From an optimization exercise on the open Yosys and OpenROAD flow, aimed at small area; shortcuts taken in it are not production practice.
Function was checked by simulation only, so behaviour that the tests miss may differ from the original.
Power figures rest on the tool's default switching activity, not on a simulated workload.

==> flow/design.v <==
`timescale 1ns / 1ps
module SR_Control #(
    parameter DATA_WIDTH=170,
    parameter CNT_WIDTH=8
   ) (
    input [DATA_WIDTH-1:0] din,
    input clk,
    input rst,
    input start,
    output reg data_out,
    output reg load_sr,
    output reg clk_sr_en
    );
reg [CNT_WIDTH-1:0] count;
reg post;                                    
wire busy   = (count != 0);
wire last   = (count == DATA_WIDTH);
wire idle   = !busy && !load_sr && !post;
wire run    = (idle && start) || (busy && !last);
wire [7:0] lo = 8'd1 << count[2:0];
wire [20:0] hi;
wire [20:0] grp;                             
genvar g;
generate for (g = 0; g < 21; g = g + 1) begin : gs
  assign hi[g] = (count[7:3] == g);
  wire [1:0] p;
  SR_Aoi222 a0 (.a1(din[DATA_WIDTH-1-8*g]), .a2(lo[0]), .b1(din[DATA_WIDTH-2-8*g]), .b2(lo[1]),
                .c1(din[DATA_WIDTH-3-8*g]), .c2(lo[2]), .y(p[0]));
  SR_Aoi222 a1 (.a1(din[DATA_WIDTH-4-8*g]), .a2(lo[3]), .b1(din[DATA_WIDTH-5-8*g]), .b2(lo[4]),
                .c1(din[DATA_WIDTH-6-8*g]), .c2(lo[5]), .y(p[1]));
  SR_Tail  a2 (.p0(p[0]), .p1(p[1]), .a1(din[DATA_WIDTH-7-8*g]), .a2(lo[6]), .b1(din[DATA_WIDTH-8-8*g]), .b2(lo[7]),
                .y(grp[g]));
end endgenerate
wire [7:0] part;                             
generate for (g = 0; g < 7; g = g + 1) begin : fs
  SR_Aoi222 f (.a1(grp[3*g]), .a2(hi[3*g]), .b1(grp[3*g+1]), .b2(hi[3*g+1]),
               .c1(grp[3*g+2]), .c2(hi[3*g+2]), .y(part[g]));
end endgenerate
SR_Aoi22 ft (.a1(din[1]), .a2(count == 8'd168), .b1(din[0]), .b2(count == 8'd169), .y(part[7]));
wire sel_bit = !(&part);
always @(posedge clk)
  clk_sr_en <= run && !rst;
always @(posedge clk or posedge rst)
  if (rst) begin
    count    <= 0;
    data_out <= 1'b0;
    load_sr  <= 1'b0;
    post     <= 1'b0;
  end else begin
    count    <= run ? count + 1'b1 : {CNT_WIDTH{1'b0}};
    data_out <= run & sel_bit;
    load_sr  <= busy && last;
    post     <= load_sr;
  end
endmodule
module SR_Aoi222 (
    input a1, a2, b1, b2, c1, c2,
    output y
    );
assign y = !((a1 & a2) | (b1 & b2) | (c1 & c2));
endmodule
module SR_Tail (
    input p0, p1, a1, a2, b1, b2,
    output y
    );
assign y = !(p0 & p1 & !((a1 & a2) | (b1 & b2)));
endmodule
module SR_Aoi22 (
    input a1, a2, b1, b2,
    output y
    );
assign y = !((a1 & a2) | (b1 & b2));
endmodule
`timescale 1ns / 1ps
module Receive_Data #(parameter DATA_WIDTH=170,
                      parameter TOP_WIDTH=10
   ) (
    input data_in,
    input clk,
    input rst,
    input start,
    output reg [DATA_WIDTH-TOP_WIDTH-1:0] dout,
    output [TOP_WIDTH-1:0] top,
    output reg valid
    );
localparam [7:0] LAST = 8'hB5;
reg [7:0] cnt;
reg dly;                                     
reg [DATA_WIDTH+1:0] sr;
wire busy = (cnt != 0);
wire last = (cnt == LAST);
wire [7:0] cnt_step = {cnt[6:0], ~(cnt[7] ^ cnt[5] ^ cnt[4] ^ cnt[3])};
always @(posedge clk or posedge rst)
  if (rst) begin
    cnt   <= 0;
    dly   <= 1'b0;
    valid <= 1'b0;
  end else begin
    cnt   <= (dly || (busy && !last)) ? cnt_step : 8'd0;
    dly   <= !busy && !dly && start;
    valid <= last;
  end
always @(posedge clk)
  sr <= {sr[DATA_WIDTH:0], data_in};
wire load_n = !valid;
wire [DATA_WIDTH-TOP_WIDTH-1:0] dout_d;
genvar i;
generate for (i = 0; i < DATA_WIDTH-TOP_WIDTH; i = i + 1) begin : h
  RD_Hold m (.s(valid), .sn(load_n), .d1(sr[i+1]), .d0(dout[i]), .y(dout_d[i]));
end endgenerate
always @(posedge clk)
  dout <= dout_d;
assign top = sr[DATA_WIDTH+1:DATA_WIDTH-TOP_WIDTH+2];
endmodule
module RD_Hold (
    input s, sn, d1, d0,
    output y
    );
assign y = (s & d1) | (sn & d0);
endmodule
`timescale 1ns / 1ps
module Format_Data #(parameter DATA_WIDTH=170,
                     parameter VALID_WIDTH=32,
                     parameter FIFO_WIDTH=36
   ) (
    input clk,
    input rst,
    input start,
    input [DATA_WIDTH-11:0] data_in,         
    input [9:0] top,                         
    input fifo_full,
    input valid,
    output reg fifo_wr_en,
    output [FIFO_WIDTH-1:0] data_out
    );
reg arm;                                     
reg hold;                                    
reg [3:0] k;                                 
reg z;                                       
wire idle = !arm && !fifo_wr_en && !hold;
wire go   = (arm && valid && !fifo_full) ||
            (fifo_wr_en && !fifo_full && k != 0) ||
            (hold && !fifo_full);
wire arm_n  = (idle && start) || (arm && !(valid && !fifo_full));
wire hold_n = (fifo_wr_en || hold) && fifo_full;
always @(posedge clk or posedge rst)
  if (rst) begin
    arm        <= 1'b0;
    fifo_wr_en <= 1'b0;
    hold       <= 1'b0;
  end else begin
    arm        <= arm_n;
    fifo_wr_en <= go;
    hold       <= hold_n;
  end
always @(posedge clk)
  if (arm_n) begin
    k <= 4'd6;
    z <= 1'b0;
  end else if (go) begin
    k <= k - 1'b1;
    z <= z || (k == 0);
  end
wire [5:0] e;
genvar i;
generate for (i = 0; i < 6; i = i + 1) begin : es
  assign e[i] = !z && (k == i);
end endgenerate
wire [VALID_WIDTH-1:0] word;
generate for (i = 0; i < VALID_WIDTH; i = i + 1) begin : ws
  wire p0, p1;
  FD_Aoi222 m0 (.a1(data_in[i]), .a2(e[0]), .b1(data_in[VALID_WIDTH+i]), .b2(e[1]),
                .c1(data_in[2*VALID_WIDTH+i]), .c2(e[2]), .y(p0));
  if (i < 10) begin : t
    FD_Aoi222 m1 (.a1(data_in[3*VALID_WIDTH+i]), .a2(e[3]), .b1(data_in[4*VALID_WIDTH+i]), .b2(e[4]),
                  .c1(top[i]), .c2(e[5]), .y(p1));
    assign word[i] = !(p0 & p1);
  end else begin : n
    FD_Tail m1 (.p(p0), .a1(data_in[3*VALID_WIDTH+i]), .a2(e[3]), .b1(data_in[4*VALID_WIDTH+i]), .b2(e[4]),
                 .y(word[i]));
  end
end endgenerate
assign data_out = {{(FIFO_WIDTH-VALID_WIDTH){1'b0}}, word};
endmodule
module FD_Aoi222 (
    input a1, a2, b1, b2, c1, c2,
    output y
    );
assign y = !((a1 & a2) | (b1 & b2) | (c1 & c2));
endmodule
module FD_Tail (
    input p, a1, a2, b1, b2,
    output y
    );
assign y = !(p & !((a1 & a2) | (b1 & b2)));
endmodule
module FD_Aoi22 (
    input a1, a2, b1, b2,
    output y
    );
assign y = !((a1 & a2) | (b1 & b2));
endmodule
`timescale 1ns / 1ps
module Top_SR #(parameter WIDTH=170,
                parameter CNT_WIDTH=8,
                parameter VALID_WIDTH=32,
                parameter NUM_WIDTH=4,
                parameter FIFO_WIDTH=36,
                parameter SHIFT_DIRECTION=1,
                parameter READ_TRIG_SRC=0,
                parameter READ_DELAY=1
   ) (
    input clk_in,
    input rst,
    input start,
    input [WIDTH-1:0] din,
    input data_in,
    input fifo_full,
    output clk_sr_en,
    output data_out,
    output load_sr,
    output fifo_wr_en,
    output [FIFO_WIDTH-1:0] fifo_din
    );
wire valid;
wire [WIDTH-11:0] data_receive;
wire [9:0] data_top;
SR_Control #(.DATA_WIDTH(WIDTH), .CNT_WIDTH(CNT_WIDTH))
     sr_control_0(
        .din(din),
        .clk(clk_in),
        .rst(rst),
        .start(start),
        .data_out(data_out),
        .load_sr(load_sr),
        .clk_sr_en(clk_sr_en)
        );
Receive_Data #(.DATA_WIDTH(WIDTH))
     receive_data_0(
        .data_in(data_in),
        .clk(clk_in),
        .rst(rst),
        .start(start),
        .valid(valid),
        .dout(data_receive),
        .top(data_top)
        );
Format_Data #(.DATA_WIDTH(WIDTH), .VALID_WIDTH(VALID_WIDTH), .FIFO_WIDTH(FIFO_WIDTH))
     format_data_inst (
        .clk(clk_in),
        .rst(rst),
        .start(start),
        .data_in(data_receive),
        .top(data_top),
        .fifo_full(fifo_full),
        .valid(valid),
        .fifo_wr_en(fifo_wr_en),
        .data_out(fifo_din)
        );
endmodule
==> flow/flow/run.sh <==
#!/bin/bash
# The standard layout (the standard.sh, all steps), except that the
# port buffers that global placement inserts are buf_1 cells rather than
# the buffer OpenROAD picks by default.
set -euo pipefail
cd "$(dirname "$0")/.."
export BUFFER_PORTS_ARGS="-buffer_cell sky130_fd_sc_hd__buf_1"
bash standard.sh finish > standard.log 2>&1
==> flow/standard.sh <==
#!/bin/bash
# synth_recipe.tcl (not shown) runs the flow's synth.tcl, then flattens the netlist and writes it again
# the make line also repeats each setting of config.mk as NAME=value (left out here)
make -C /OpenROAD-flow-scripts/flow DESIGN_CONFIG=/design/flow/config.mk WORK_HOME=/design/flow/orfs CLKGATE_MAP_FILE= SYNTH_SCRIPT=/design/flow/synth_recipe.tcl "${@:-finish}"
==> flow/config.mk <==
export PLATFORM = sky130hd
export DESIGN_NAME = Top_SR
export DESIGN_NICKNAME = Top_SR
export VERILOG_FILES = /design/flow/design.v
export SDC_FILE = /design/flow/constraint.sdc
export NUM_CORES = 4
export LEC_CHECK = 0
export CAP_MARGIN = 20
export CORE_MARGIN = 2
export CORE_UTILIZATION = 50
export CTS_BUF_LIST = sky130_fd_sc_hd__clkbuf_8
export CTS_CLUSTER_DIAMETER = 40
export CTS_CLUSTER_SIZE = 16
export PLACE_DENSITY = 0.65
export SLEW_MARGIN = 20
export SYNTH_HIERARCHICAL = 1
export SYNTH_MINIMUM_KEEP_SIZE = 0
==> flow/constraint.sdc <==
create_clock -name core_clock -period 10.0 [get_ports {clk_in}]
set_input_delay 2.0000 -clock core_clock [delete_from_list [all_inputs] [get_ports {clk_in}]]
set_output_delay 2.0000 -clock core_clock [all_outputs]
set_load 0.01 [all_outputs]
==> flow_metrics.py, run 1 <==
metrics = {
    "grt": {
        "grt_max_degree": 96,
        "grt_pass1_vias": 8307,
        "grt_pass1_wl_um": 45000,
        "antenna_found_initial": 0,
        "top_usage_layer": "met1",
        "grt_use_met1_pct": 36.0,
        "met2_usage_pct": 31.5,
        "grt_use_total_pct": 23.1,
        "grt-ovfl-total": 0,
        "use_met3_pct": 6.36,
    },
    "pwr": {
        "combPwrFrac_pct": 17.0,
        "clkPwrFrac_pct": 30.4,
        "ir_drop_uv": 127,
        "p_sw_mw": 0.895,
        "power.total_mw": 3.10,
        "switching_share_pct": 28.9,
        "p_per_area_mw_per_mm2": 235,
        "pwr-share-seq_pct": 52.6,
        "leakage_nw": 5.11,
        "internal_power_mw": 2.20,
    },
    "routing": {
        "via_per_inst": 5.99,
        "vias": 8503,
        "ant_nets": 0,
        "wl_per_cell_um": 19.9,
        "postRouteWirelength_um": 28300,
        "drtIter0Drc": 1207,
        "drc": 0,
        "dr.pass1.iters": 14,
    },
    "finish": {
        "layout.cells.non_filler": 1420,
        "final_cell_mix": "dfxtp_1, buf_1, a22o_1, a222oi_1, a22oi_1",
        "layout-drive-gt1-share_pct": 7.84,
        "area_growth_pct": 16.4,
        "diodes": 0,
        "layout_commonest_cell": "dfxtp_1",
        "utilization_pct": 58.8,
        "nets": 1298,
        "postLayoutCellArea_mm2": 0.0132,
    },
    "worst_setup_path": {
        "ff2ff_setup_slack_ns": 6.92,
        "crit_path_max_fanout": 17,
        "crit_start": "format_data_inst.k[0]",
        "cp-endpoint": "fifo_din[5]",
        "timing.rr.end": "sr_control_0.data_out",
        "slowest_delay_ns": 0.95,
        "required_ns": 8.00,
        "worst_path_max_delay_cell": "nor4bb_4",
        "critPathArrivalTime_ns": 3.03,
        "critPathLaunchType": "flip-flop",
        "reg2regPathDepth": 10,
        "r2r-start": "sr_control_0.count[0]",
        "worstSetupPathType": "flip-flop to output port",
        "worst_setup_path_end_kind": "output port",
        "crit_chain": "inv_1, ha_1, nor4bb_4, buf_4, a222oi_1, nand2_1, buf_1",
    },
    "die": {
        "die_area_mm2": 0.0239,
        "rows": 55,
        "coreArea_mm2": 0.0224,
        "die_h_um": 155,
        "start_util_pct": 50.5,
        "ios": 215,
        "die_w_um": 155,
    },
    "sta": {
        "slew_violations": 0,
        "whs_ns": 0.333,
        "max_clock_freq_ghz": 0.199,
        "timing.final.crit_share_pct": 50.3,
        "rsz0062_at_grt": "false",
        "setup-tns-final_ns": 0,
        "post-route-min-period_ns": 5.03,
        "tightest_slew_ns": 1.07,
        "max_slew_margin_pct": 28.8,
        "setup_slack_ns": 4.97,
        "finalHoldViolCount": 0,
        "clock_skew_ns": 0.0194,
        "setup-violations-final": 0,
    },
    "clock_network": {
        "holdBufCountCts": 0,
        "htree_levels": 2,
        "cts_resized": 0,
        "numCtsBuffers": 35,
        "clk_pin_slew_ns": 0.09,
        "clk_path_buf_depth": 3,
        "postCtsSetupBuffers": 0,
        "clkSinkCount": 362,
        "cts_tree": "built",
        "clockRootBuffer": "clkbuf_8",
        "clk_latency_ns": 0.53,
    },
    "synthesis": {
        "postSynthAreaPerCell_um2": 13.0,
        "netlist_instances": 873,
        "synth_area_mm2": 0.0113,
        "synth-seq-cells": 362,
        "synth.yosys.seq_area_share_pct": 65.0,
        "ys_async_sr_fraction_pct": 6.63,
        "synthFlopType": "dfxtp_1",
        "synth_top_area_share_pct": 59.7,
        "yosysUniqueCellTypes": 52,
        "yosysWarnings": 9,
        "synth_top_cell_by_area": "dfxtp_1",
        "synth_edf_count": 0,
        "synth.area.top_cells": "dfxtp_1, a22o_1, a222oi_1",
    },
    "placed_design": {
        "dp_hpwl_um": 18100,
        "portBuffers": 210,
        "dp_cells": 1360,
        "post_dp_cell_area_mm2": 0.0124,
        "gp_congestion": 0.937,
        "place_ws_ns": 5.53,
    },
    "flow_run": {
        "maxCapViolCount": 0,
    },
    "hold_path": {
        "hp-class": "flip-flop to flip-flop",
    },
    "outcome": {
        "status": "finished clean",
    },
}
-- synth_stat cells (2+ instances only) --
cell type,instances
inv_1,13
nand4_1,6
nand2_1,36
buf_4,14
dfxtp_1,338
a211oi_1,3
and2_1,9
nand3b_1,2
ha_1,11
xnor2_1,4
a22o_1,160
nand3_1,25
a222oi_1,91
a21oi_1,3
clkbuf_1,4
dfrtp_1,24
nor3_1,8
nor4bb_1,2
or3_1,2
nor3b_1,2
buf_6,3
xor2_1,3
nor4_1,2
nor2_1,34
nand2b_1,4
o21ai_0,2
a22oi_1,43
-- Yosys stat by module, one instance, submodules excluded, a selection --
module	times used	cells	flip-flops and latches	cell area (um2)
SR_Aoi222	49	1	0	10.0
SR_Tail	21	2	0	12.5
SR_Aoi22	1	1	0	12.5
RD_Hold	160	1	0	8.76
FD_Aoi222	42	1	0	10.0
FD_Tail	22	2	0	11.3
-- worst max-delay path: cells and delay by family, from the launching register on --
kind | cells | cell delay (ns)
adder cells (fa/ha/maj) | 1 | 0.20
AO/OA/AOI/OAI | 1 | 0.12
buffers and inverters | 3 | 0.72
flip-flops | 1 | 0.37
AND/OR/NAND/NOR | 2 | 1.09
-- cell families (layout without fill, tap and decap cells) --
family	count (synthesis)	count (layout)	synth area share, %
flops	362	362	65.0
compound gates	309	309	24.5
simple gates	146	146	6.71
buf+inv	36	295	1.87
fa+ha+maj	11	11	1.21
xor+xnor	7	7	0.541
other cells	1	4	0.0331
mux	1	1	0.0883
-- power by group through the flow --
stage	Sequential, mW	Clock [mW]	Combinational (mW)
after floorplan	1.63	0	0.384
after global placement	1.66	0	0.505
after detailed placement	1.66	0	0.512
after CTS	1.63	0.966	0.512
after global routing	1.65	1.03	0.578
final	1.63	0.942	0.527
-- worst min path at each step --
stage               cells past startpoint                     end  slack (ns)                    from
floorplan                               0  receive_data_0.sr[162]        0.31  receive_data_0.sr[161]
finish                                  0  receive_data_0.sr[162]        0.33  receive_data_0.sr[161]
global placement                        0  receive_data_0.sr[162]        0.31  receive_data_0.sr[161]
global route                            0  receive_data_0.sr[162]        0.34  receive_data_0.sr[161]
CTS                                     0  receive_data_0.sr[162]        0.34  receive_data_0.sr[161]
detailed placement                      0  receive_data_0.sr[162]        0.32  receive_data_0.sr[161]
-- state kept, by name, summed over array words and instances (netlist names) --
register                     count
sr_control_0.data_out            1
format_data_inst.fifo_wr_en      1
receive_data_0.dout            160
receive_data_0.dly               1
format_data_inst.z               1
receive_data_0.valid             1
receive_data_0.cnt               8
sr_control_0.load_sr             1
receive_data_0.sr              172
sr_control_0.clk_sr_en           1
format_data_inst.arm             1
format_data_inst.k               4
format_data_inst.hold            1
sr_control_0.post                1
sr_control_0.count               8
-- layout make-up --
cell class                 count  area (um2)
clock buffer                  40         551
tap                          285         357
timing repair buffer         221         871
fill                        1894        9240
clock inverter                20         195
inverter                      14        55.1
sequential                   362        7370
multi-input combinational    478        3790
-- routing by layer --
| metal | vias up | routed length [um] |
|---|---|---|
| met5 | - | 0 |
| met4 | 0 | 474 |
| met3 | 53 | 2440 |
| met2 | 354 | 11600 |
| met1 | 4115 | 13800 |
| li1 | 3981 | - |
==> run 2, diff against run 1 <==
==> flow/flow/run.sh (replaced) <==
#!/bin/bash
# The standard layout (the standard.sh, all steps), except that
# - the port buffers that global placement inserts are buf_1 cells rather
#   than the buffer OpenROAD picks by default, and
# - clock tree synthesis inserts no dummy loads (CTS_ARGS replaces the
#   arguments cts.tcl builds from the CTS_* settings in config.mk; these are
#   the same settings plus -dont_use_dummy_load).
set -euo pipefail
cd "$(dirname "$0")/.."
export BUFFER_PORTS_ARGS="-buffer_cell sky130_fd_sc_hd__buf_1"
export CTS_ARGS="-sink_clustering_enable -repair_clock_nets -sink_clustering_size 16 -sink_clustering_max_diameter 40 -buf_list sky130_fd_sc_hd__clkbuf_8 -dont_use_dummy_load"
bash standard.sh finish > standard.log 2>&1
==> flow_metrics.py, run 2 <==
metrics = {
    "synthesis": {
        "synth_common_cells": "dfxtp_1, a22o_1, a222oi_1",
        "synth_fa_ha_area_share_pct": 1.21,
        "synth_most_common_cell": "dfxtp_1",
        "netlist_instances": 873,
        "synthFlopType": "dfxtp_1",
        "synth_compound_area_share_pct": 24.5,
        "postSynthAreaPerCell_um2": 13.0,
        "yosysUniqueCellTypes": 52,
        "synth_area_mm2": 0.0113,
        "synth-seq-cells": 362,
        "yosys.area_share.simple_pct": 6.71,
        "synth_top_family_by_area": "compound AO/OA/AOI/OAI gates",
        "synth_top_cell_by_area": "dfxtp_1",
        "synth_top_area_share_pct": 59.7,
        "synth.yosys.seq_area_share_pct": 65.0,
        "yosysWarnings": 9,
        "ys_async_sr_fraction_pct": 6.63,
        "synth.area.top_cells": "dfxtp_1, a22o_1, a222oi_1",
        "synth-xor-area-share_pct": 0.541,
        "synth_edf_count": 0,
        "synth.area.mux_share_pct": 0.0883,
    },
    "sta": {
        "whs_ns": 0.310,
        "tightest_slew_ns": 1.06,
        "rsz0062_at_grt": "false",
        "setup-violations-final": 0,
        "timing.final.crit_share_pct": 50.1,
        "max_clock_freq_ghz": 0.200,
        "post-route-min-period_ns": 5.01,
        "setup_slack_ns": 4.99,
        "clock_skew_ns": 0.0627,
        "max_slew_margin_pct": 28.9,
        "finalHoldViolCount": 0,
        "slew_violations": 0,
        "setup-tns-final_ns": 0,
    },
    "clock_network": {
        "postCtsSetupBuffers": 0,
        "holdBufCountCts": 0,
        "clk_latency_ns": 0.53,
        "cts_tree": "built",
        "cts_resized": 0,
        "clockRootBuffer": "clkbuf_8",
        "numCtsBuffers": 35,
        "clk_pin_slew_ns": 0.09,
        "clk_path_buf_depth": 3,
        "htree_levels": 2,
        "clkSinkCount": 362,
    },
    "finish": {
        "layout.cells.non_filler": 1395,
        "layout-drive-gt1-share_pct": 5.95,
        "postLayoutCellArea_mm2": 0.0129,
        "fill_cells": 1916,
        "nets": 1298,
        "reg.largest.list": "receive_data_0.sr (172), receive_data_0.dout (160)",
        "top_register": "receive_data_0.sr",
        "area_growth_pct": 14.1,
        "layout_commonest_cell": "dfxtp_1",
        "final_cell_mix": "dfxtp_1, buf_1, a22o_1, a222oi_1, a22oi_1",
        "largest_reg_flops": 172,
        "utilization_pct": 57.6,
        "diodes": 0,
    },
    "flow_run": {
        "maxCapViolCount": 0,
    },
    "worst_setup_path": {
        "required_ns": 8.00,
        "crit_chain": "inv_1, ha_1, nor4bb_4, buf_4, a222oi_1, nand2_1, buf_1",
        "slowest_delay_ns": 0.95,
        "r2r-start": "sr_control_0.count[0]",
        "critPathArrivalTime_ns": 3.01,
        "worst_path_max_delay_cell": "nor4bb_4",
        "critPathLaunchType": "flip-flop",
        "crit_start": "format_data_inst.k[0]",
        "crit_path_max_fanout": 17,
        "worstSetupPathType": "flip-flop to output port",
        "crit_family": "simple AND/OR/NAND/NOR gates",
        "critical_path_buf_inv_count": 3,
        "worst_setup_path_end_kind": "output port",
    },
    "die": {
        "coreArea_mm2": 0.0224,
        "rows": 55,
        "die_w_um": 155,
        "die_area_mm2": 0.0239,
        "ios": 215,
        "die_h_um": 155,
        "start_util_pct": 50.5,
    },
    "routing": {
        "drtIter0Drc": 1216,
        "vias": 8393,
        "via_per_inst": 6.02,
        "ant_nets": 0,
        "dr.pass1.iters": 11,
        "drc": 0,
        "wl_per_cell_um": 20.1,
        "postRouteWirelength_um": 28100,
    },
    "pwr": {
        "ir_drop_uv": 128,
        "p_per_area_mw_per_mm2": 224,
        "power.total_mw": 2.90,
        "leakage_nw": 4.98,
    },
    "grt": {
        "grt_use_total_pct": 23.0,
        "grt_pass1_wl_um": 44800,
        "grt-ovfl-total": 0,
        "grt_max_degree": 96,
        "grt_pass1_vias": 8240,
        "antenna_found_initial": 0,
    },
    "placed_design": {
        "gp_congestion": 0.937,
        "post_dp_cell_area_mm2": 0.0124,
        "dp_hpwl_um": 18100,
        "place_ws_ns": 5.53,
        "portBuffers": 210,
        "dp_cells": 1360,
    },
    "hold_path": {
        "hold_start": "receive_data_0.sr[33]",
        "hp-class": "flip-flop to flip-flop",
    },
    "outcome": {
        "status": "finished clean",
    },
}
==> run 2: changes by cell type in the layout (fill, tap and decap cells not counted), sizes merged <==
cell and change:
inv -9, clkbuf -5, clkinv -5, clkinvlp -4, bufinv -2
==> run 2: worst register-to-register path, stage by stage (launching register included) <==
cell      delay, ns
dfrtp_1        0.43
inv_1          0.09
ha_1           0.21
nand2b_1       0.17
inv_1          0.39
a222oi_1       0.69
nand3_1        0.15
a222oi_1       0.37
nand4_1        0.21
nor2_1         0.14
nor3_1         0.06
==> run 2: kinds of logic (layout without fill, tap and decap cells) <==
group | after synthesis | in the layout
compound gates | 309 | 309
fa+ha+maj | 11 | 11
other cells | 1 | 4
flops | 362 | 362
mux | 1 | 1
xor+xnor | 7 | 7
simple gates | 146 | 146
buf+inv | 36 | 270
==> run 2: layout make-up <==
cell class              instances  area (um2)  area share (%)
clock buffers                  35         482            3.73
well taps                     285         357            2.76
flip-flops and latches        362        7370            57.0
multi-input cells             478        3790            29.3
repair buffers                221         871            6.74
inverters                      14        55.1           0.426
==> run 2: final timing paths <==
check / slack (ns) / cells past startpoint / to
setup / recovery: 4.99 / 7 / fifo_din[4]
hold / removal: 0.31 / 0 / receive_data_0.sr[34]
min in group asynchronous: 1.45 / 2 / format_data_inst.hold
setup reg to reg: 6.95 / 10 / sr_control_0.data_out
hold reg to reg: 0.31 / 0 / receive_data_0.sr[34]
max in group asynchronous: 8.12 / 2 / sr_control_0.count[4]
==> run 2: where the power goes <==
group / leakage (nW) / internal, mW / switching, mW / total [mW]
Combinational: 1.68 / 0.224 / 0.304 / 0.528
Clock: 0.252 / 0.314 / 0.428 / 0.741
Sequential: 3.04 / 1.54 / 0.0869 / 1.63
Total: 4.98 / 2.08 / 0.819 / 2.90
==> run 2: layer usage <==
metal,vias up,wire (um),track usage (%)
met5,-,0,0
met4,0,346,5.73
met3,37,2620,6.25
met2,370,11200,31.1
met1,4029,13800,36.2
li1,3957,-,-
==> run 2: modules after synthesis, one instance, submodules excluded, excerpt <==
| module | times used | cell area, um2 | cells inside | flip-flops and latches |
|---|---|---|---|---|
| FD_Aoi222 | 42 | 10.0 | 1 | 0 |
| FD_Tail | 22 | 11.3 | 2 | 0 |
| RD_Hold | 160 | 8.76 | 1 | 0 |
| SR_Aoi22 | 1 | 12.5 | 1 | 0 |
| SR_Aoi222 | 49 | 10.0 | 1 | 0 |
| SR_Tail | 21 | 12.5 | 2 | 0 |
==> run 3, diff against run 2 <==
--- a/flow/design.v
+++ b/flow/design.v
@@ -14,7 +14,7 @@
 reg [CNT_WIDTH-1:0] count;
-reg post;                                    
-wire busy   = (count != 0);
-wire last   = (count == DATA_WIDTH);
-wire idle   = !busy && !load_sr && !post;
-wire run    = (idle && start) || (busy && !last);
+wire idle   = (count == 0);
+wire run    = idle ? start : (count < DATA_WIDTH);
+wire step   = idle ? start : (count != DATA_WIDTH + 2);
+always @*
+  load_sr = (count == DATA_WIDTH + 1);
 wire [7:0] lo = 8'd1 << count[2:0];
@@ -46,9 +46,5 @@
     data_out <= 1'b0;
-    load_sr  <= 1'b0;
-    post     <= 1'b0;
   end else begin
-    count    <= run ? count + 1'b1 : {CNT_WIDTH{1'b0}};
+    count    <= step ? count + 1'b1 : {CNT_WIDTH{1'b0}};
     data_out <= run & sel_bit;
-    load_sr  <= busy && last;
-    post     <= load_sr;
   end
@@ -85,19 +81,16 @@
     );
-localparam [7:0] LAST = 8'hB5;
+localparam [7:0] S1   = 8'h01;
+localparam [7:0] S172 = 8'hD5;
 reg [7:0] cnt;
-reg dly;                                     
 reg [DATA_WIDTH+1:0] sr;
-wire busy = (cnt != 0);
-wire last = (cnt == LAST);
 wire [7:0] cnt_step = {cnt[6:0], ~(cnt[7] ^ cnt[5] ^ cnt[4] ^ cnt[3])};
+wire done = (cnt == S172);
+wire idle = (cnt == 8'd0) || done;
 always @(posedge clk or posedge rst)
-  if (rst) begin
-    cnt   <= 0;
-    dly   <= 1'b0;
-    valid <= 1'b0;
-  end else begin
-    cnt   <= (dly || (busy && !last)) ? cnt_step : 8'd0;
-    dly   <= !busy && !dly && start;
-    valid <= last;
-  end
+  if (rst)
+    cnt <= 8'd0;
+  else
+    cnt <= idle ? (start ? S1 : 8'd0) : cnt_step;
+always @*
+  valid = done;
 always @(posedge clk)
@@ -135,22 +128,21 @@
     );
-reg arm;                                     
-reg hold;                                    
+reg [1:0] st;
 reg [3:0] k;                                 
 reg z;                                       
-wire idle = !arm && !fifo_wr_en && !hold;
+wire arm  = (st == 2'b01);
+wire wr   = (st == 2'b11);
+wire hold = (st == 2'b10);
+wire idle = (st == 2'b00);
 wire go   = (arm && valid && !fifo_full) ||
-            (fifo_wr_en && !fifo_full && k != 0) ||
+            (wr && !fifo_full && k != 0) ||
             (hold && !fifo_full);
 wire arm_n  = (idle && start) || (arm && !(valid && !fifo_full));
-wire hold_n = (fifo_wr_en || hold) && fifo_full;
+wire hold_n = (wr || hold) && fifo_full;
 always @(posedge clk or posedge rst)
-  if (rst) begin
-    arm        <= 1'b0;
-    fifo_wr_en <= 1'b0;
-    hold       <= 1'b0;
-  end else begin
-    arm        <= arm_n;
-    fifo_wr_en <= go;
-    hold       <= hold_n;
-  end
+  if (rst)
+    st <= 2'b00;
+  else
+    st <= {go || hold_n, go || arm_n};
+always @*
+  fifo_wr_en = wr;
 always @(posedge clk)
==> flow_metrics.py, run 3 <==
metrics = {
    "pwr": {
        "p_per_area_mw_per_mm2": 208,
        "leakage_nw": 4.88,
        "p_sw_mw": 0.739,
        "ir_drop_uv": 116,
        "clkPwrFrac_pct": 25.7,
        "combPwrFrac_pct": 17.5,
        "power.total_mw": 2.65,
        "switching_share_pct": 27.9,
        "internal_power_mw": 1.91,
        "pwr-share-seq_pct": 56.8,
    },
    "clock_network": {
        "numCtsBuffers": 31,
        "clockRootBuffer": "clkbuf_8",
        "clkSinkCount": 357,
        "cts_resized": 0,
        "clk_path_buf_depth": 3,
        "clk_latency_ns": 0.57,
        "cts_tree": "built",
        "htree_levels": 1,
        "clk_pin_slew_ns": 0.09,
        "holdBufCountCts": 0,
        "postCtsSetupBuffers": 0,
    },
    "synthesis": {
        "synth.yosys.seq_area_share_pct": 64.7,
        "synth_edf_count": 0,
        "yosysUniqueCellTypes": 47,
        "synth_top_cell_by_area": "dfxtp_1",
        "synth-seq-cells": 357,
        "yosysWarnings": 9,
        "synth_top_family_by_area": "compound AO/OA/AOI/OAI gates",
        "synth_top_area_share_pct": 60.5,
        "netlist_instances": 869,
        "synthFlopType": "dfxtp_1",
        "synth_most_common_cell": "dfxtp_1",
        "postSynthAreaPerCell_um2": 12.9,
        "synth_fa_ha_area_share_pct": 1.23,
        "synth-xor-area-share_pct": 0.548,
        "synth_compound_area_share_pct": 24.8,
        "synth_common_cells": "dfxtp_1, a22o_1, a222oi_1",
        "synth.area.top_cells": "dfxtp_1, a22o_1, a222oi_1",
        "yosys.area_share.simple_pct": 6.60,
        "synth_area_mm2": 0.0112,
        "synth.area.mux_share_pct": 0.268,
        "ys_async_sr_fraction_pct": 5.32,
    },
    "routing": {
        "drtIter0Drc": 902,
        "ant_nets": 0,
        "drc": 0,
        "via_per_inst": 5.94,
        "dr.pass1.iters": 10,
        "postRouteWirelength_um": 26000,
        "vias": 8208,
        "wl_per_cell_um": 18.8,
    },
    "sta": {
        "post-route-min-period_ns": 4.41,
        "setup-violations-final": 0,
        "setup-tns-final_ns": 0,
        "max_clock_freq_ghz": 0.227,
        "setup_slack_ns": 5.59,
        "max_slew_margin_pct": 28.7,
        "rsz0062_at_grt": "false",
        "clock_skew_ns": 0.0511,
        "timing.final.crit_share_pct": 44.1,
        "tightest_slew_ns": 1.07,
        "finalHoldViolCount": 0,
        "slew_violations": 0,
    },
    "die": {
        "die_h_um": 154,
        "rows": 54,
        "ios": 215,
        "start_util_pct": 51.1,
        "coreArea_mm2": 0.0219,
        "die_w_um": 154,
        "die_area_mm2": 0.0236,
    },
    "worst_setup_path": {
        "critPathArrivalTime_ns": 2.41,
        "worst_path_max_delay_cell": "dfxtp_1",
        "crit_path_max_fanout": 32,
        "required_ns": 8.00,
        "timing.rr.end": "receive_data_0.dout[13]",
        "crit_chain": "inv_1, ha_1, and2_1, buf_4, a222oi_1, nand2_1, buf_1",
        "reg2regPathDepth": 6,
        "worst_setup_path_end_kind": "output port",
        "ff2ff_setup_slack_ns": 6.81,
        "slowest_delay_ns": 0.43,
        "worstSetupPathType": "flip-flop to output port",
        "critPathLaunchType": "flip-flop",
        "r2r-start": "receive_data_0.cnt[5]",
    },
    "grt": {
        "grt-ovfl-total": 0,
        "grt_max_degree": 99,
        "grt_pass1_wl_um": 41200,
        "grt_use_total_pct": 20.8,
        "antenna_found_initial": 0,
        "grt_pass1_vias": 7992,
    },
    "finish": {
        "diodes": 0,
        "layout_commonest_cell": "dfxtp_1",
        "final_cell_mix": "dfxtp_1, buf_1, a22o_1, a222oi_1, a22oi_1",
        "top_register": "receive_data_0.sr",
        "nets": 1290,
        "reg.largest.list": "receive_data_0.sr (172), receive_data_0.dout (160)",
        "layout-drive-gt1-share_pct": 4.90,
        "area_growth_pct": 13.8,
        "largest_reg_flops": 172,
    },
    "hold_path": {
        "hold_start": "receive_data_0.sr[49]",
        "min_path_cells": 0,
        "hp-class": "flip-flop to flip-flop",
        "min_to": "receive_data_0.sr[50]",
    },
    "outcome": {
        "status": "finished clean",
    },
    "flow_run": {
        "maxCapViolCount": 0,
    },
    "placed_design": {
        "dp_hpwl_um": 16500,
        "portBuffers": 210,
        "gp_congestion": 0.847,
        "place_ws_ns": 6.17,
    },
}
## run 3: layer usage
| layer | GRT usage [%] | wire length [um] | share of wire [%] | vias to the layer above |
|---|---|---|---|---|
| met5 | 0 | 0 | 0 | - |
| met4 | 5.81 | 598 | 2.3 | 0 |
| met3 | 3.18 | 1720 | 6.6 | 46 |
| met2 | 34.9 | 12400 | 48 | 302 |
| met1 | 28.2 | 11300 | 43 | 3928 |
| li1 | - | - | - | 3932 |
## run 3: worst max path at each step
stage                            endpoint  cells past startpoint                  start
finish                       fifo_din[13]                      7  format_data_inst.k[0]
global route                 fifo_din[11]                      7  format_data_inst.k[0]
CTS                          fifo_din[13]                      7  format_data_inst.k[0]
detailed placement           fifo_din[13]                      7  format_data_inst.k[0]
global placement             fifo_din[23]                      7  format_data_inst.k[0]
floorplan           format_data_inst.k[2]                      6  receive_data_0.cnt[5]
## run 3: cell families after synthesis
group,count (synthesis)
AO/OA/AOI/OAI,311
XOR/XNOR,7
adder cells (fa/ha/maj),11
buffers and inverters,36
flip-flops,357
multiplexers,3
other,1
AND/OR/NAND/NOR,143
## run 3: power groups by stage
stage	clock [mW]	sequential (mW)	combinational, mW
2_1_floorplan	0	1.52	0.328
3_3_place_gp	0	1.54	0.457
3_5_place_dp	0	1.54	0.463
4_1_cts	0.710	1.50	0.464
5_1_grt	0.762	1.51	0.509
6_report	0.683	1.50	0.464
## run 3: per-module statistics from Yosys (local to each module, per instance), a selection
module,copies in the design,cells inside,cell area (um2),flops+latches
RD_Hold,160,1,8.76,0
FD_Aoi222,42,1,10.0,0
SR_Aoi222,49,1,10.0,0
SR_Aoi22,1,1,12.5,0
FD_Tail,22,2,11.3,0
SR_Tail,21,2,12.5,0
## run 3: area by class of cell
type | count | area [um2]
Clock buffer | 31 | 427
Fill cell | 1894 | 9160
Inverter | 14 | 55.1
Multi-Input combinational cell | 479 | 3780
Sequential cell | 357 | 7240
Tap cell | 280 | 350
Timing Repair Buffer | 221 | 871
## run 3: critical path: cells and delay by family (launching register included)
family          cells  cell delay (ns)
fa+ha+maj           1             0.23
flops               1             0.43
simple gates        2             0.27
buf+inv             3             0.52
compound gates      1             0.41
## run 3: stage by stage
stage,hold WS (ns),area (um2),std cells,util [%]
2_1_floorplan,0.310,11200,872,-
3_3_place_gp,0.312,12300,1351,56.2
3_5_place_dp,0.320,12300,1351,56.2
4_1_cts,0.320,12700,1382,58.1
5_1_grt,0.327,12700,1382,58.1
6_report,0.325,12700,1382,58.1
==> run 4, diff against run 3 <==
--- a/flow/design.v
+++ b/flow/design.v
@@ -17,4 +17,2 @@
 wire step   = idle ? start : (count != DATA_WIDTH + 2);
-always @*
-  load_sr = (count == DATA_WIDTH + 1);
 wire [7:0] lo = 8'd1 << count[2:0];
@@ -46,2 +44,3 @@
     data_out <= 1'b0;
+    load_sr  <= 1'b0;
   end else begin
@@ -49,2 +48,3 @@
     data_out <= run & sel_bit;
+    load_sr  <= (count == DATA_WIDTH);
   end
==> flow_metrics.py, run 4 <==
metrics = {
    "routing": {
        "drtIter0Drc": 904,
        "vias": 8323,
        "wl_per_cell_um": 18.8,
        "drc": 0,
        "via_per_inst": 5.99,
        "postRouteWirelength_um": 26200,
        "dr.pass1.iters": 9,
        "ant_nets": 0,
    },
    "worst_setup_path": {
        "required_ns": 8.00,
        "cp-endpoint": "fifo_din[13]",
        "crit_start": "format_data_inst.k[0]",
        "ff2ff_setup_slack_ns": 6.87,
        "reg2regPathDepth": 6,
        "worstSetupPathType": "flip-flop to output port",
        "r2r-start": "receive_data_0.cnt[5]",
        "crit_path_max_fanout": 32,
        "worst_setup_path_end_kind": "output port",
        "critPathLaunchType": "flip-flop",
        "timing.rr.end": "receive_data_0.dout[118]",
        "critPathArrivalTime_ns": 2.34,
    },
    "synthesis": {
        "synth_most_common_cell": "dfxtp_1",
        "synth_top_area_share_pct": 60.3,
        "synthFlopType": "dfxtp_1",
        "synth_edf_count": 0,
        "yosysWarnings": 9,
        "ys_async_sr_fraction_pct": 5.59,
        "synth_area_mm2": 0.0112,
        "yosysUniqueCellTypes": 47,
        "netlist_instances": 870,
        "synth-seq-cells": 358,
        "synth_common_cells": "dfxtp_1, a22o_1, a222oi_1",
        "postSynthAreaPerCell_um2": 12.9,
        "synth.area.top_cells": "dfxtp_1, a22o_1, a222oi_1",
        "synth.yosys.seq_area_share_pct": 64.8,
        "synth_top_cell_by_area": "dfxtp_1",
    },
    "flow_run": {
        "maxCapViolCount": 0,
    },
    "clock_network": {
        "cts_tree": "built",
        "postCtsSetupBuffers": 0,
        "clockRootBuffer": "clkbuf_8",
        "clk_path_buf_depth": 3,
        "clkSinkCount": 358,
        "numCtsBuffers": 36,
        "holdBufCountCts": 0,
        "htree_levels": 2,
        "clk_latency_ns": 0.55,
        "cts_resized": 0,
        "clk_pin_slew_ns": 0.10,
    },
    "placed_design": {
        "portBuffers": 210,
        "dp_hpwl_um": 16400,
        "post_dp_cell_area_mm2": 0.0123,
        "gp_congestion": 0.847,
    },
    "sta": {
        "setup-violations-final": 0,
        "finalHoldViolCount": 0,
        "post-route-min-period_ns": 4.34,
        "slew_violations": 0,
        "max_clock_freq_ghz": 0.230,
        "rsz0062_at_grt": "false",
        "clock_skew_ns": 0.0599,
        "timing.final.crit_share_pct": 43.4,
        "max_slew_margin_pct": 28.4,
        "setup-tns-final_ns": 0,
        "tightest_slew_ns": 1.07,
    },
    "die": {
        "die_w_um": 154,
        "die_area_mm2": 0.0236,
        "coreArea_mm2": 0.0219,
        "die_h_um": 154,
        "ios": 215,
        "start_util_pct": 51.2,
        "rows": 54,
    },
    "finish": {
        "postLayoutCellArea_mm2": 0.0128,
        "reg.largest.list": "receive_data_0.sr (172), receive_data_0.dout (160)",
        "area_growth_pct": 14.4,
        "nets": 1298,
        "largest_reg_flops": 172,
        "diodes": 0,
        "layout_commonest_cell": "dfxtp_1",
        "top_register": "receive_data_0.sr",
        "layout-drive-gt1-share_pct": 5.86,
        "final_cell_mix": "dfxtp_1, buf_1, a22o_1, a222oi_1, a22oi_1",
    },
    "hold_path": {
        "hp-class": "flip-flop to flip-flop",
    },
    "outcome": {
        "status": "finished clean",
    },
    "grt": {
        "grt_use_total_pct": 21.0,
        "grt-ovfl-total": 0,
        "grt_max_degree": 102,
        "grt_pass1_wl_um": 41200,
        "grt_pass1_vias": 8106,
        "antenna_found_initial": 0,
    },
    "pwr": {
        "combPwrFrac_pct": 17.4,
        "switching_share_pct": 27.7,
        "internal_power_mw": 1.97,
        "p_sw_mw": 0.755,
        "pwr-share-seq_pct": 55.2,
        "leakage_nw": 4.94,
        "clkPwrFrac_pct": 27.4,
        "ir_drop_uv": 149,
        "p_per_area_mw_per_mm2": 212,
    },
}
## run 4: final cells by class
type                       count  area, um2
inverter                      15       58.8
sequential                   358       7270
clock buffer                  36        495
tap                          280        350
timing repair buffer         224        893
multi-input combinational    477       3770
fill                        1821       9060
## run 4: kinds of logic (layout without fill, tap and decap cells)
group / Yosys count / count (layout) / share of synthesized area [%]
AO/OA/AOI/OAI: 310 / 310 / 24.8
AND/OR/NAND/NOR: 142 / 142 / 6.49
multiplexers: 3 / 3 / 0.268
other: 1 / 4 / 0.0334
XOR/XNOR: 7 / 7 / 0.547
flip-flops: 358 / 358 / 64.8
adder cells (fa/ha/maj): 11 / 11 / 1.23
buffers and inverters: 38 / 275 / 1.90
## run 4: power by group through the flow
stage               clock (mW)  combinational (mW)  sequential (mW)
global route             0.816               0.517             1.51
floorplan                    0               0.335             1.52
global placement             0               0.465             1.54
CTS                      0.774               0.472             1.50
detailed placement           0               0.470             1.54
finish                   0.746               0.474             1.51
## run 4: Yosys stat by module, one instance, submodules excluded, excerpt
module / times used / flops+latches / cells / cell area (um2)
FD_Aoi222: 42 / 0 / 1 / 10.0
FD_Tail: 22 / 0 / 2 / 11.3
SR_Aoi222: 49 / 0 / 1 / 10.0
RD_Hold: 160 / 0 / 1 / 8.76
SR_Tail: 21 / 0 / 2 / 12.5
SR_Aoi22: 1 / 0 / 1 / 12.5
## run 4: critical path, stage by stage (launching register included)
cell	delay, ns
dfxtp_1	0.42
inv_1	0.11
ha_1	0.23
and2_1	0.14
buf_4	0.26
a222oi_1	0.39
nand2_1	0.14
buf_1	0.16
## run 4: how the worst min path moves through the flow
stage / startpoint / end / slack (ns) / cells after the start
final: receive_data_0.sr[115] / receive_data_0.sr[116] / 0.31 / 0
after global routing: receive_data_0.sr[55] / receive_data_0.sr[56] / 0.31 / 0
after global placement: receive_data_0.sr[0] / receive_data_0.sr[1] / 0.31 / 0
after detailed placement: receive_data_0.sr[0] / receive_data_0.sr[1] / 0.31 / 0
after CTS: receive_data_0.sr[55] / receive_data_0.sr[56] / 0.32 / 0
after floorplan: receive_data_0.sr[161] / receive_data_0.sr[162] / 0.31 / 0
## run 4: metrics by stage
step / power [mW] / cells / hold slack (ns) / utilization, % / setup WS [ns]
global route: 2.84 / 1390 / 0.312 / 58.6 / 5.46
floorplan: 1.85 / 873 / 0.310 / - / 0.961
global placement: 2.00 / 1354 / 0.310 / 56.4 / 6.17
finish: 2.72 / 1390 / 0.315 / 58.6 / 5.66
CTS: 2.75 / 1390 / 0.315 / 58.6 / 5.61
detailed placement: 2.01 / 1354 / 0.315 / 56.4 / 6.14
## run 4: routing by layer
metal / global-route usage [%] / vias to the layer above / routed length (um)
met2: 36.4 / 309 / 12600
met5: 0 / - / 0
met3: 3.75 / 54 / 1560
met4: 7.60 / 0 / 719
met1: 26.4 / 4017 / 11300
li1: - / 3943 / -
==> run 5, diff against run 4 <==
--- a/flow/design.v
+++ b/flow/design.v
@@ -17,2 +17,4 @@
 wire step   = idle ? start : (count != DATA_WIDTH + 2);
+always @*
+  load_sr = (count == DATA_WIDTH + 1);
 wire [7:0] lo = 8'd1 << count[2:0];
@@ -44,3 +46,2 @@
     data_out <= 1'b0;
-    load_sr  <= 1'b0;
   end else begin
@@ -48,3 +49,2 @@
     data_out <= run & sel_bit;
-    load_sr  <= (count == DATA_WIDTH);
   end
--- a/flow/flow/run.sh
+++ b/flow/flow/run.sh
@@ -10,3 +10,3 @@
 export BUFFER_PORTS_ARGS="-buffer_cell sky130_fd_sc_hd__buf_1"
-export CTS_ARGS="-sink_clustering_enable -repair_clock_nets -sink_clustering_size 16 -sink_clustering_max_diameter 40 -buf_list sky130_fd_sc_hd__clkbuf_8 -dont_use_dummy_load"
+export CTS_ARGS="-sink_clustering_enable -repair_clock_nets -sink_clustering_size 20 -sink_clustering_max_diameter 45 -buf_list sky130_fd_sc_hd__clkbuf_8 -dont_use_dummy_load"
 bash standard.sh finish > standard.log 2>&1
--- a/flow/config.mk
+++ b/flow/config.mk
@@ -8,8 +8,10 @@
 export CAP_MARGIN = 20
+export CELL_PAD_IN_SITES_DETAIL_PLACEMENT = 1
+export CELL_PAD_IN_SITES_GLOBAL_PLACEMENT = 1
 export CORE_MARGIN = 2
-export CORE_UTILIZATION = 50
+export CORE_UTILIZATION = 45
 export CTS_BUF_LIST = sky130_fd_sc_hd__clkbuf_8
-export CTS_CLUSTER_DIAMETER = 40
-export CTS_CLUSTER_SIZE = 16
-export PLACE_DENSITY = 0.65
+export CTS_CLUSTER_DIAMETER = 45
+export CTS_CLUSTER_SIZE = 20
+export PLACE_DENSITY = 0.6
 export SLEW_MARGIN = 20
==> flow_metrics.py, run 5 <==
metrics = {
    "worst_setup_path": {
        "reg2regPathDepth": 7,
        "critPathLaunchType": "flip-flop",
        "r2r-start": "receive_data_0.cnt[5]",
        "ff2ff_setup_slack_ns": 6.52,
        "timing.rr.end": "receive_data_0.dout[77]",
        "slowest_delay_ns": 0.72,
        "critPathArrivalTime_ns": 2.90,
        "worst_setup_path_end_kind": "output port",
        "required_ns": 8.00,
        "crit_path_max_fanout": 17,
        "worst_path_max_delay_cell": "and2_1",
        "worstSetupPathType": "flip-flop to output port",
        "crit_family": "simple AND/OR/NAND/NOR gates",
        "crit_chain": "nor3_1, and2_1, buf_4, a222oi_1, nand2_1, buf_1",
        "critical_path_buf_inv_count": 2,
    },
    "finish": {
        "reg.largest.list": "receive_data_0.sr (172), receive_data_0.dout (160)",
        "largest_reg_flops": 172,
        "nets": 1290,
        "layout_commonest_cell": "dfxtp_1",
        "area_growth_pct": 14.5,
        "layout-drive-gt1-share_pct": 4.99,
        "utilization_pct": 52.5,
        "diodes": 0,
        "final_cell_mix": "dfxtp_1, buf_1, a22o_1, a222oi_1, a22oi_1",
        "top_register": "receive_data_0.sr",
        "postLayoutCellArea_mm2": 0.0128,
        "layout.cells.non_filler": 1426,
    },
    "synthesis": {
        "yosysWarnings": 9,
        "synthFlopType": "dfxtp_1",
        "synth.area.top_cells": "dfxtp_1, a22o_1, a222oi_1",
        "synth_most_common_cell": "dfxtp_1",
        "synth_edf_count": 0,
        "synth-seq-cells": 357,
        "yosysUniqueCellTypes": 47,
        "synth_common_cells": "dfxtp_1, a22o_1, a222oi_1",
        "synth.yosys.seq_area_share_pct": 64.7,
        "netlist_instances": 869,
        "synth_top_cell_by_area": "dfxtp_1",
        "postSynthAreaPerCell_um2": 12.9,
        "synth_area_mm2": 0.0112,
        "ys_async_sr_fraction_pct": 5.32,
        "synth_top_area_share_pct": 60.5,
    },
    "clock_network": {
        "numCtsBuffers": 30,
        "clockRootBuffer": "clkbuf_8",
        "clk_pin_slew_ns": 0.10,
        "cts_tree": "built",
        "clkSinkCount": 357,
        "clk_latency_ns": 0.60,
        "htree_levels": 1,
        "holdBufCountCts": 0,
        "postCtsSetupBuffers": 0,
        "clk_path_buf_depth": 3,
        "cts_resized": 0,
    },
    "grt": {
        "antenna_found_initial": 0,
        "grt_max_degree": 166,
        "grt_pass1_vias": 8622,
        "grt-ovfl-total": 0,
        "grt_use_total_pct": 22.0,
        "grt_pass1_wl_um": 47100,
    },
    "die": {
        "rows": 57,
        "die_h_um": 162,
        "die_area_mm2": 0.0261,
        "die_w_um": 162,
        "coreArea_mm2": 0.0244,
        "start_util_pct": 45.9,
        "ios": 215,
    },
    "pwr": {
        "internal_power_mw": 1.91,
        "power.total_mw": 2.66,
        "pwr-share-seq_pct": 56.8,
        "leakage_nw": 4.88,
        "combPwrFrac_pct": 17.7,
        "p_sw_mw": 0.754,
        "ir_drop_uv": 122,
        "switching_share_pct": 28.3,
        "clkPwrFrac_pct": 25.5,
        "p_per_area_mw_per_mm2": 208,
    },
    "hold_path": {
        "hold_start": "receive_data_0.sr[98]",
        "min_path_cells": 0,
        "min_to": "receive_data_0.sr[99]",
        "hp-class": "flip-flop to flip-flop",
    },
    "sta": {
        "whs_ns": 0.308,
        "finalHoldViolCount": 0,
        "tightest_slew_ns": 1.01,
        "max_clock_freq_ghz": 0.204,
        "rsz0062_at_grt": "false",
        "timing.final.crit_share_pct": 49.0,
        "post-route-min-period_ns": 4.90,
        "clock_skew_ns": 0.0876,
        "slew_violations": 0,
        "setup_slack_ns": 5.10,
        "setup-violations-final": 0,
        "setup-tns-final_ns": 0,
        "max_slew_margin_pct": 32.6,
    },
    "routing": {
        "postRouteWirelength_um": 29600,
        "drtIter0Drc": 994,
        "wl_per_cell_um": 20.8,
        "via_per_inst": 5.95,
        "ant_nets": 0,
        "vias": 8478,
        "dr.pass1.iters": 12,
        "drc": 0,
    },
    "placed_design": {
        "portBuffers": 210,
        "place_ws_ns": 5.47,
        "dp_cells": 1395,
        "gp_congestion": 0.849,
        "post_dp_cell_area_mm2": 0.0124,
        "dp_hpwl_um": 18900,
    },
    "outcome": {
        "status": "finished clean",
    },
    "flow_run": {
        "maxCapViolCount": 0,
    },
}
run 5: kinds of logic (layout without fill, tap and decap cells):
family                   count (synthesis)  after routing  share of synthesized area, %
flip-flops                             357            357                          64.7
AO/OA/AOI/OAI                          311            311                          24.8
AND/OR/NAND/NOR                        143            143                          6.60
buffers and inverters                   36            266                          1.76
adder cells (fa/ha/maj)                 11             11                          1.23
XOR/XNOR                                 7              7                         0.548
multiplexers                             3              3                         0.268
other                                    1              4                        0.0335
run 5: Yosys stat by module (local to each module, per instance), a selection:
module,area [um2],cells inside,flops+latches
FD_Aoi222,10.0,1,0
FD_Tail,11.3,2,0
RD_Hold,8.76,1,0
SR_Aoi22,12.5,1,0
SR_Aoi222,10.0,1,0
SR_Tail,12.5,2,0
run 5: final cells by class:
type | count | area (um2)
clock buffer | 30 | 413
tap | 324 | 405
timing repair buffer | 222 | 895
multi-input combinational | 479 | 3800
inverter | 14 | 55.1
fill | 2624 | 11600
sequential | 357 | 7240
run 5: worst max path at each step:
stage,start,depth (start not counted),endpoint
after global routing,format_data_inst.k[3],6,fifo_din[6]
after global placement,format_data_inst.k[0],7,fifo_din[6]
after floorplan,receive_data_0.cnt[5],6,format_data_inst.k[2]
final,format_data_inst.k[3],6,fifo_din[6]
after detailed placement,format_data_inst.k[0],7,fifo_din[6]
after CTS,format_data_inst.k[0],7,fifo_din[6]
run 5: power groups by stage:
stage / clock network, mW / logic, mW / registers (mW)
CTS: 0.710 / 0.468 / 1.51
global route: 0.768 / 0.519 / 1.52
floorplan: 0 / 0.328 / 1.52
finish: 0.678 / 0.471 / 1.51
detailed placement: 0 / 0.466 / 1.54
global placement: 0 / 0.462 / 1.54
run 5: metal layers:
layer	part of all wire (%)	GRT usage, %	vias to the layer above
li1	-	-	3927
met5	0	0	-
met1	47	30.8	4264
met3	5.3	3.65	54
met4	2.3	5.75	0
met2	46	35.7	233

==> re-timing with driven ports <==
In the flow no input, the clock included, has a driving cell. The finished layouts below were timed again as built, in two steps. Step 1 assumes that a clkbuf_16 drives the clock port and a buf_2 every other input. Step 2, shift: input delay + t, output delay - t, t = (earliest + latest rising clock arrival at the registers) / 2. This alone moves slack from input paths to output paths. Three values: no drivers, after step 1, after step 2; two values: the first two.
run | t, ns | slack for setup (ns) | pins driven straight from the clock port
run 1 | 0.565 | 4.966 / 4.925 / 5.489 | 1
run 2 | 0.542 | 4.990 / 4.951 / 5.493 | 1
run 3 | 0.587 | 5.591 / 5.553 / 6.139 | 1
run 4 | 0.553 | 5.657 / 5.616 / 6.169 | 1
run 5 | 0.603 | 5.096 / 5.048 / 5.651 | 1
After both steps setup and hold are still met in every run listed.
